Context: an optimization exercise on an open-source flow, tuned for small area and a short achievable clock period. The choices shown serve that exercise and are no tape-out recipe.
Where RTL was checked, it was by simulation tests only, not by an equivalence proof against the original.

alpha:
## qrs
module qrs(
input clk,
input reset,
input signed [15:0] data_in,
output  signed [15:0] up,
output  signed [15:0] low,
output  signed [15:0] low_out,
output  signed [15:0] high,
output  signed [15:0] high_out,
output  signed [15:0] deri_out,
output  signed [15:0] sqr_out,
output  signed [15:0] avg_out,
output  signed [15:0] data_out
    );
Size: about 2800 cells after synthesis, about 530 flip-flops, about 160 I/O pins, ~0.026 mm^2 of cells after synthesis.
==> flow/config.mk <==
export PLATFORM = sky130hd
export DESIGN_NAME = qrs
export DESIGN_NICKNAME = qrs
export VERILOG_FILES = /design/flow/design.v
export SDC_FILE = /design/flow/constraint.sdc
export NUM_CORES = 4
export LEC_CHECK = 0
export ABC_AREA = 1
export CAP_MARGIN = 20
export CORE_MARGIN = 2
export CORE_UTILIZATION = 40
export SLEW_MARGIN = 20
==> flow/constraint.sdc <==
create_clock -name core_clock -period 25.0 [get_ports {clk}]
set_input_delay 5.0000 -clock core_clock [delete_from_list [all_inputs] [get_ports {clk}]]
set_output_delay 5.0000 -clock core_clock [all_outputs]
set_load 0.01 [all_outputs]
standard.sh (not shown) runs the stock make flow with config.mk's settings and CLKGATE_MAP_FILE= SYNTH_SCRIPT=/design/flow/synth_recipe.tcl, a recipe that flattens the netlist after the stock synthesis.
==> flow/flow/run.sh <==
#!/bin/bash
# Standard layout (the standard.sh), with plain buf_2 cells as the port
# buffers, a clock tree of clkbuf_16 cells in sink clusters of up to 25
# without dummy loads, and timing repair asked to leave 15.7 ns of setup slack.
set -euo pipefail
export BUFFER_PORTS_ARGS="-buffer_cell sky130_fd_sc_hd__buf_2"
export CTS_ARGS="-sink_clustering_enable -repair_clock_nets -dont_use_dummy_load -buf_list sky130_fd_sc_hd__clkbuf_16 -sink_clustering_size 25 -sink_clustering_max_diameter 90"
bash standard.sh SETUP_SLACK_MARGIN=15.7 finish > standard_flow.log 2>&1
What beta does differently from alpha at the input level:
--- a/flow/design.v
+++ b/flow/design.v
@@ -26,54 +26,45 @@
 reg [15:0] up_r;
 always @(posedge clk)
   up_r <= data_in;
 assign up = ph ? up_r : 16'd0;
 reg [7:0] xq [0:10];
 always @(posedge clk) begin
   xq[0] <= ph ? up_r[15:8] : data_in[7:0];
   for (t = 1; t < 11; t = t + 1) xq[t] <= xq[t-1];
 end
-reg [5:0] lq [0:30];
-reg lb0;                     
-reg [14:1] lbq;              
-wire [14:0] lb = {lbq, lb0};
+reg [6:0] lq [0:30];
 reg [6:0] laux;
 wire [12:0] lnew;
 always @(posedge clk, posedge reset)
-  if (reset) begin
-    lq[0] <= 6'd0;
-    lb0 <= 1'b0;
-  end else begin
-    lq[0] <= ph ? laux[5:0] : lnew[12:7];
-    if (ph) lb0 <= laux[6];
-  end
+  if (reset) lq[0] <= 7'd0;
+  else lq[0] <= ph ? laux : {1'b0, lnew[12:7]};
 always @(posedge clk) begin
   laux <= lnew[6:0];
   for (t = 1; t < 31; t = t + 1) lq[t] <= lq[t-1];
-  if (ph) lbq <= lb[13:0];
 end
 reg signed [13:0] m0, m1;    
 reg [15:0] h1, h2, h3;       
 wire [15:0] m0x = {{2{m0[13]}}, m0};
 wire [15:0] m1x = {{2{m1[13]}}, m1};
 wire [15:0] hsum, hdif, h3m;
 wire co_hs, co_hd, co_h3;
 sk_add #(16) a_hsum(.a(m0x), .b(m1x), .ci(1'b0), .s(hsum), .co(co_hs));    
 sk_add #(16) a_hdif(.a(m0x), .b(~m1x), .ci(1'b1), .s(hdif), .co(co_hd));   
 wire [15:0] h3s, h3y;
 csa3 #(16) c_h3(.a({m0x[14:0], 1'b0}), .b(m0x), .c(~m1x), .s(h3s), .y(h3y));
 sk_add #(16) a_h3m(.a(h3s), .b({h3y[14:0], 1'b1}), .ci(1'b0), .s(h3m), .co(co_h3));  
 wire v3 = (cnt >= 5'd3);
 wire v6 = (cnt >= 5'd6);
 wire v16 = cnt[4];
 wire [15:0] mx3 = v3 ? {xq[3], xq[4]} : 16'd0;
 wire [15:0] mx6 = v6 ? {xq[9], xq[10]} : 16'd0;
-wire [12:0] ml16 = v16 ? {lq[30], lb[14], lq[29]} : 13'd0;
+wire [12:0] ml16 = v16 ? {lq[30][5:0], lq[29]} : 13'd0;
 wire [17:0] cc;
 wire co_cc;
 sk_add #(18) a_cc(.a({2'b0, mx6}), .b(~{1'b0, mx3, 1'b0}), .ci(1'b1), .s(cc), .co(co_cc));
 wire [14:0] md;
 wire co_md;
 rc_add #(15) a_md(.a({m0[13], m0}), .b(~{{2{ml16[12]}}, ml16}), .ci(1'b1), .s(md), .co(co_md));
 wire [20:0] c2a;
 wire co_c2;
 assign c2a[4:0] = cc[4:0];
@@ -128,21 +119,21 @@
 sq16 u_sq(.d(dn), .q(sn));
 always @(posedge clk, posedge reset)
   if (reset) begin
     m0 <= 14'd0;
     m1 <= 14'd0;
   end else if (!ph) begin
     m0 <= mnew;
     m1 <= m0;
   end
-wire [12:0] lA  = {lq[0], laux};
-wire [12:0] lA1 = {lq[2], lb[0], lq[1]};
-wire [12:0] lB  = {lq[1], lb[0], lq[0]};
+wire [12:0] lA  = {lq[0][5:0], laux};
+wire [12:0] lA1 = {lq[2][5:0], lq[1]};
+wire [12:0] lB  = {lq[1][5:0], lq[0]};
 wire [13:0] lod;
 wire co_lo;
 sk_add #(14) a_lo(.a({lA[12], lA}), .b(~{lA1[12], lA1}), .ci(1'b1), .s(lod), .co(co_lo));
 assign low = ph ? {{3{lA[12]}}, lA} : 16'd0;
 assign low_out = ph ? {{2{lod[13]}}, lod} : {{2{lB[12]}}, lB, 1'b0};
 assign high = ph ? hdif : {m0x[14:0], 1'b0};
 wire [15:0] hcur = ph ? hsum : h3m;
 assign high_out = hcur;
 always @(posedge clk, posedge reset)
Findings:
Compared beta vs alpha, and post-synthesis sequential area ratio is up in beta. Die outline height of beta exceeds that of alpha slightly. alpha → beta: maximum number of pins on one net before global-route repair down 3.3%, core occupancy in the finished layout flat, starting density of the core up 0.16 points. Re net count of the finished layout: beta is 1.2% up on alpha. beta ended up with a lower number of enable flip-flop cells after synthesis than alpha did. As far as post-route cell area is concerned, beta and alpha perform about the same. In terms of total wire length, alpha and beta differ only marginally. beta completed; timing, DRC and antenna clean. In the reports for alpha and beta, the larger met3 global-route usage belongs to beta.
For beta, only the layout was checked, not whether the RTL still works.

afterwards: timing with drivers on the ports:
The results above use ideal ports. As a check the final layouts listed here were re-extracted and re-timed, cells and wires unchanged. Step 1 (the two cells are an assumption about what drives the block):
set clk [get_ports {clk}]
set_driving_cell -lib_cell sky130_fd_sc_hd__clkbuf_16 $clk
set_driving_cell -lib_cell sky130_fd_sc_hd__buf_2 [delete_from_list [all_inputs] $clk]
Step 2, shift: input delay + t, output delay - t, t = (earliest + latest rising clock arrival at the registers) / 2. This alone moves slack from input paths to output paths. a / b / c = no drivers / after step 1 / after step 2; a / b = the first two.
run	shift t [ns]	setup slack, ns	latest minus earliest clock arrival (ns)	worst register clock-pin slew, ns	worst slew at a driven data input, ns
alpha	0.595	15.938 / 15.979 / 15.385	0.079 / 0.079	0.10 / 0.10	0.06
beta	0.610	15.943 / 15.914 / 15.378	0.100 / 0.101	0.10 / 0.10	0.04
After both steps setup and hold are still met in every run listed. The setup slack of beta, which loses most, moves by -0.029 ns with the drivers and by -0.565 ns with both steps.
